This is an optimization exercise on Yosys and OpenROAD, whose aim is small area, not a production implementation.
Only simulation tests tie the RTL to the original design; equivalence was not proved.
No driver is modelled on the clock port, so clocking that relies on it looks cheaper here than on a real chip.
Power figures rest on the tool's default switching activity, not on a simulated workload.

Design pong, start of the top module:
module pong (
  input i_Clk,
  input i_Rst,
  input i_Switch_1,
  input i_Switch_2,
  input i_Switch_3,
  input i_Switch_4,
  output o_LED_1,
  output o_LED_2,
  output o_LED_3,
  output o_LED_4,
  output o_Segment1_A,
  output o_Segment1_B,
  output o_Segment1_C,
  output o_Segment1_D,
  output o_Segment1_E,
  output o_Segment1_F,
  output o_Segment1_G,
  output o_Segment2_A,
  output o_Segment2_B,
  output o_Segment2_C,
  output o_Segment2_D,
  output o_Segment2_E,
  output o_Segment2_F,
  output o_Segment2_G,
  output o_VGA_Red_0,
  output o_VGA_Red_1,
  output o_VGA_Red_2,
  output o_VGA_Grn_0,
  output o_VGA_Grn_1,
  output o_VGA_Grn_2,
  output o_VGA_Blu_0,
  output o_VGA_Blu_1,
  output o_VGA_Blu_2,
  output o_VGA_HSync,
  output o_VGA_VSync
  );
For scale: about 1100 cells after synthesis, roughly 35 I/O pins.
clock: 10.0 ns
lec_check: 0
cap_margin: 0
core_margin: 2
core_utilization: 45
slew_margin: 0
standard.sh (not shown) runs the stock make flow with config.mk's settings and CLKGATE_MAP_FILE= SYNTH_SCRIPT=/design/flow/synth_recipe.tcl, a recipe that flattens the netlist after the stock synthesis.
==> flow/flow/run.sh <==
#!/bin/bash
# Own layout flow: the standard synthesis, then an area-oriented re-mapping of the
# logic between the registers (registers untouched: same cells, same names), then the standard flow's
# standard layout from floorplan to finish with smaller port and clock buffers, the clock
# buffers that drive too slow a clock edge made one size larger.
set -euo pipefail
W=$(pwd)
R=$W/orfs/results/${FLOW_PLATFORM}/pong/base
YOSYS=yosys
[[ -x $FLOW_HOME/../tools/install/yosys/bin/yosys ]] && YOSYS=$FLOW_HOME/../tools/install/yosys/bin/yosys
LIB=$FLOW_HOME/platforms/${FLOW_PLATFORM}/lib/sky130_fd_sc_hd__tt_025C_1v80.lib

# 1. standard synthesis
bash standard.sh synth > $W/1_standard_synth.log 2>&1
cp $R/1_2_yosys.v $W/synth_standard.v

# 2. re-map the logic for area: ABC deepsyn with several seeds in parallel, keep the smallest
SEEDS="1 2 3 4"
for S in $SEEDS; do
  sed -e "s#@SEED@#$S#g" $W/flow/area.abc > $W/area_$S.abc
  sed -e "s#@LIB@#$LIB#g" -e "s#@IN@#$W/synth_standard.v#g" -e "s#@OUT@#$W/synth_remapped_$S.v#g" \
      -e "s#@ABC@#$W/area_$S.abc#g" -e "s#@TOP@#$FLOW_TOP#g" $W/flow/remap.ys > $W/remap_$S.ys
  $YOSYS -s $W/remap_$S.ys > $W/2_remap_$S.log 2>&1 &
done
wait || true
BEST=""; BEST_AREA=""
for S in $SEEDS; do
  A=$(grep -a "Chip area for module" $W/2_remap_$S.log | tail -1 | sed 's/.*: //') || true
  [[ -s $W/synth_remapped_$S.v && -n "$A" ]] || continue
  if [[ -z "$BEST" ]] || awk "BEGIN {exit !($A < $BEST_AREA)}"; then BEST=$S; BEST_AREA=$A; fi
done
echo "remap seeds: best $BEST area $BEST_AREA" > $W/2_remap_choice.log
for S in $SEEDS; do echo "seed $S: $(grep -a 'Chip area for module' $W/2_remap_$S.log | tail -1)" >> $W/2_remap_choice.log; done
[[ -n "$BEST" ]]
cp $W/synth_remapped_$BEST.v $R/1_2_yosys.v
touch $R/1_2_yosys.v

# 3. standard layout on the re-mapped netlist; ports get the smallest buffer, the clock tree
#    small buffers and no dummy loads
export BUFFER_PORTS_ARGS="-buffer_cell sky130_fd_sc_hd__buf_1"
export CTS_ARGS="-sink_clustering_enable -repair_clock_nets -root_buf sky130_fd_sc_hd__clkbuf_8 -buf_list sky130_fd_sc_hd__clkbuf_4 -dont_use_dummy_load"
bash standard.sh cts > $W/3_standard_to_cts.log 2>&1

# 4. clock buffers that leave a flip-flop clock pin slow get the next size up
cp $R/4_cts.odb $W/4_cts_standard.odb
FIX_LIB=$LIB FIX_IN_ODB=$W/4_cts_standard.odb FIX_IN_SDC=$R/4_cts.sdc FIX_OUT_ODB=$R/4_cts.odb \
  FIX_SLEW_PS=100 FIX_BUF=sky130_fd_sc_hd__clkbuf_8 \
  openroad -no_init -exit $W/flow/cts_fix.tcl > $W/4_cts_fix.log 2>&1
touch $R/4_cts.odb

# 5. standard layout from global routing to finish
bash standard.sh finish > $W/5_standard_layout.log 2>&1
==> flow/flow/area.abc <==
strash; &get -n; &deepsyn -J 100 -T 500 -S @SEED@; &put; dch -f; amap -F 4 -A 8
Other scripts of this flow, unchanged in this note and not shown: flow/flow/cts_fix.tcl, flow/flow/remap.ys
The first run completed without violations.
Next try:
--- a/flow/flow/run.sh
+++ b/flow/flow/run.sh
@@ -18 +18 @@
-SEEDS="1 2 3 4"
+SEEDS="1 2"
==> flow/flow/area.abc (replaced) <==
strash; &get -n; &deepsyn -J 20 -T 300 -S @SEED@; &put; dch -f; amap -F 4 -A 8
=>
- clock power hardly moves
- power is lower by 0.31%
- utilization is higher by 0.27 points
- wire length is higher by 2.9%
- clock-buffer cell count stays the same
- global-route usage is higher by 1.1 points
Next try:
--- a/flow/flow/run.sh
+++ b/flow/flow/run.sh
@@ -18 +18 @@
-SEEDS="1 2"
+SEEDS="1 2 3 4"
==> flow/flow/area.abc (replaced) <==
strash; &get -n; &deepsyn -J 500 -T 900 -S @SEED@; &put; dch -f; amap -F 4 -A 8
Outcome: Via count came out lower by 3.5%; area after synthesis fell by 2.2%; final cell count falls by 2.9%; power came out higher by 2.0%.

========
pong, a different RTL version from the one above (not shown whole).
Size: ~1700 cells after synthesis, about 140 flip-flops, about 35 I/O pins, roughly 0.013 mm^2 of cells after synthesis.
Settings: LEC_CHECK=0, CAP_MARGIN=20, CORE_MARGIN=2, CORE_UTILIZATION=40, SLEW_MARGIN=20; clock period 10.0 ns.
run.sh (not shown) runs the stock make flow with config.mk's settings and CLKGATE_MAP_FILE= SYNTH_SCRIPT=/design/flow/synth_recipe.tcl, a recipe that flattens the netlist after the stock synthesis.
Stock flow here: none of the scripts above is used.
Rerun with:
==> flow/flow/run.sh (new file) <==
#!/bin/bash
# Own layout flow: the standard synthesis, then an area-oriented re-mapping of the
# combinational logic (registers untouched: same cells, same names), then the standard
# layout from floorplan to finish.
set -euo pipefail
W=$(pwd)
R=$W/orfs/results/${FLOW_PLATFORM}/pong/base
YOSYS=yosys
[[ -x $FLOW_HOME/../tools/install/yosys/bin/yosys ]] && YOSYS=$FLOW_HOME/../tools/install/yosys/bin/yosys

# 1. standard synthesis
bash standard.sh synth > $W/1_standard_synth.log 2>&1

# 2. re-map the logic between the registers for area
cp $R/1_2_yosys.v $W/synth_standard.v
LIB=$FLOW_HOME/platforms/${FLOW_PLATFORM}/lib/sky130_fd_sc_hd__tt_025C_1v80.lib
sed -e "s#@LIB@#$LIB#g" -e "s#@IN@#$W/synth_standard.v#g" -e "s#@OUT@#$W/synth_remapped.v#g" \
    -e "s#@ABC@#$W/flow/area.abc#g" -e "s#@TOP@#$FLOW_TOP#g" $W/flow/remap.ys > $W/remap.ys
$YOSYS -s $W/remap.ys > $W/2_remap.log 2>&1
cp $W/synth_remapped.v $R/1_2_yosys.v
touch $R/1_2_yosys.v

# 3. standard layout on the re-mapped netlist; ports get the smallest buffer
export BUFFER_PORTS_ARGS="-buffer_cell sky130_fd_sc_hd__buf_1"
bash standard.sh finish > $W/3_standard_layout.log 2>&1
==> flow/flow/area.abc (new file) <==
strash; &get -n; &deepsyn -J 100 -T 400; &put; dch -f; amap
==> flow/flow/remap.ys (new file) <==
read_liberty -ignore_miss_func @LIB@
read_verilog @IN@
hierarchy -top @TOP@
blackbox sky130_fd_sc_hd__dfxtp_1 sky130_fd_sc_hd__dfxtp_2 sky130_fd_sc_hd__dfxtp_4 sky130_fd_sc_hd__edfxtp_1 sky130_fd_sc_hd__conb_1
flatten
opt_clean -purge
abc -liberty @LIB@ -dont_use *lpflow* -dont_use *probe* -dont_use *__ha_* -dont_use *__fa_* -script @ABC@
opt_clean -purge
hilomap -singleton -hicell sky130_fd_sc_hd__conb_1 HI -locell sky130_fd_sc_hd__conb_1 LO
splitnets
opt_clean -purge
insbuf -buf sky130_fd_sc_hd__buf_4 A X
stat -liberty @LIB@
write_verilog -noattr -nohex -nodec @OUT@
==> flow/standard.sh (new file) <==
#!/bin/bash
# synth_recipe.tcl (not shown) runs the flow's synth.tcl, then flattens the netlist and writes it again
# the make line also repeats each setting of config.mk as NAME=value (left out here)
make -C /OpenROAD-flow-scripts/flow DESIGN_CONFIG=/design/flow/config.mk WORK_HOME=/design/flow/orfs CLKGATE_MAP_FILE= SYNTH_SCRIPT=/design/flow/synth_recipe.tcl "${@:-finish}"
- CORE_UTILIZATION: 40 -> 65
- CTS_BUF_LIST: default -> sky130_fd_sc_hd__clkbuf_8
removed: flow/run.sh
=> The changed run finished with timing, DRC and antenna clean. Total power came out lower by 18%. Utilization came out higher by 28 points. Routed wire length came out lower by 31%. Global-route usage came out higher by 15 points. Worst hold slack degrades by 0.020 ns. Synthesized cell count came out lower by 28%. Combinational power came out lower by about 50%. Setup slack improves by 0.81 ns. Sequential power came out lower by about 2%. Die area came out lower by 59%.

========
Another version of the RTL of pong (not shown whole).
Size: ~1200 cells after synthesis, about 35 I/O pins, roughly 8100 um2 of cells after synthesis.
export LEC_CHECK = 0
export CAP_MARGIN = 0
export CORE_MARGIN = 2
export CORE_UTILIZATION = 45
export CTS_BUF_LIST = sky130_fd_sc_hd__clkbuf_8
export CTS_CLUSTER_SIZE = 30
export SLEW_MARGIN = 0
create_clock -name core_clock -period 10.0 [get_ports {i_Clk}]
standard.sh (not shown) runs the stock make flow with config.mk's settings and CLKGATE_MAP_FILE= SYNTH_SCRIPT=/design/flow/synth_recipe.tcl, a recipe that flattens the netlist after the stock synthesis.
==> flow/flow/run.sh <==
#!/bin/bash
# Own layout flow: the standard synthesis, then an area-oriented re-mapping of the
# combinational logic (registers untouched: same cells, same names), then the standard
# layout from floorplan to finish.
set -euo pipefail
W=$(pwd)
R=$W/orfs/results/${FLOW_PLATFORM}/pong/base
YOSYS=yosys
[[ -x $FLOW_HOME/../tools/install/yosys/bin/yosys ]] && YOSYS=$FLOW_HOME/../tools/install/yosys/bin/yosys

# 1. standard synthesis
bash standard.sh synth > $W/1_standard_synth.log 2>&1

# 2. re-map the logic between the registers for area
cp $R/1_2_yosys.v $W/synth_standard.v
LIB=$FLOW_HOME/platforms/${FLOW_PLATFORM}/lib/sky130_fd_sc_hd__tt_025C_1v80.lib
sed -e "s#@LIB@#$LIB#g" -e "s#@IN@#$W/synth_standard.v#g" -e "s#@OUT@#$W/synth_remapped.v#g" \
    -e "s#@ABC@#$W/flow/area.abc#g" -e "s#@TOP@#$FLOW_TOP#g" $W/flow/remap.ys > $W/remap.ys
$YOSYS -s $W/remap.ys > $W/2_remap.log 2>&1
cp $W/synth_remapped.v $R/1_2_yosys.v
touch $R/1_2_yosys.v

# 3. standard layout on the re-mapped netlist; ports get the smallest buffer
export BUFFER_PORTS_ARGS="-buffer_cell sky130_fd_sc_hd__buf_1"
bash standard.sh finish > $W/3_standard_layout.log 2>&1
==> flow/flow/area.abc <==
strash; &get -n; &deepsyn -J 20 -T 300; &put; dch -f; amap -F 4 -A 8
==> flow/flow/remap.ys <==
read_liberty -ignore_miss_func @LIB@
read_verilog @IN@
hierarchy -top @TOP@
blackbox sky130_fd_sc_hd__dfxtp_1 sky130_fd_sc_hd__dfxtp_2 sky130_fd_sc_hd__dfxtp_4 sky130_fd_sc_hd__edfxtp_1 sky130_fd_sc_hd__conb_1
flatten
opt_clean -purge
abc -liberty @LIB@ -dont_use *lpflow* -dont_use *probe* -dont_use *__ha_* -dont_use *__fa_* -script @ABC@
opt_clean -purge
hilomap -singleton -hicell sky130_fd_sc_hd__conb_1 HI -locell sky130_fd_sc_hd__conb_1 LO
splitnets
opt_clean -purge
insbuf -buf sky130_fd_sc_hd__buf_4 A X
stat -liberty @LIB@
write_verilog -noattr -nohex -nodec @OUT@
The first run ran to the end with no violations.
Next try:
==> flow/flow/area.abc (replaced) <==
strash; &get -n; &deepsyn -J 100 -T 400; &put; dch -f; amap
--- a/flow/config.mk
+++ b/flow/config.mk
@@ -6,8 +6,7 @@
 export NUM_CORES = 4
 export LEC_CHECK = 0
-export CAP_MARGIN = 0
+export CAP_MARGIN = 20
 export CORE_MARGIN = 2
 export CORE_UTILIZATION = 45
 export CTS_BUF_LIST = sky130_fd_sc_hd__clkbuf_8
-export CTS_CLUSTER_SIZE = 30
-export SLEW_MARGIN = 0
+export SLEW_MARGIN = 20
Result:
- setup slack improved by 0.15 ns
- routed wire length went down by 5.2%
- sequential share of layout area went up by 0.52 points
- via count went down by 4.2%
- sequential cell count is unchanged

[re-timing with driven ports]
Ports are ideal in the flow. The routed layouts listed here were re-timed in OpenROAD. Step 1 (the two cells are an assumption about what drives the block):
set clk [get_ports {i_Clk}]
set_driving_cell -lib_cell sky130_fd_sc_hd__clkbuf_16 $clk
set_driving_cell -lib_cell sky130_fd_sc_hd__buf_2 [delete_from_list [all_inputs] $clk]
Step 2 also shifts input and output timing later by t, the mid clock arrival at the registers, as if the neighbouring blocks saw the same clock. Slacks: ideal / step 1 / step 2; pairs: ideal / step 1.
run | t (ns) | setup WS [ns] | latest minus earliest clock arrival (ns) | worst register clock-pin slew, ns | cell pins on the clock port's net
the first run of note 1 | 0.458 | 4.210 / 4.172 / 4.629 | 0.027 / 0.027 | 0.09 / 0.09 | 1
the second run of note 1 | 0.461 | 4.126 / 4.086 / 4.546 | 0.023 / 0.023 | 0.10 / 0.10 | 1
the third run of note 1 | 0.470 | 4.137 / 4.098 / 4.567 | 0.029 / 0.029 | 0.10 / 0.10 | 1
the first run of note 2 | 0.497 | 3.598 / 3.552 / 4.049 | 0.010 / 0.010 | 0.07 / 0.07 | 1
the second run of note 2 | 0.500 | 4.405 / 4.367 / 4.867 | 0.012 / 0.011 | 0.09 / 0.09 | 1
the first run of note 3 | 0.496 | 3.919 / 3.878 / 4.374 | 0.012 / 0.012 | 0.10 / 0.10 | 1
the second run of note 3 | 0.508 | 4.072 / 4.034 / 4.542 | 0.017 / 0.018 | 0.10 / 0.10 | 1
After both steps setup and hold are still met in every run listed.
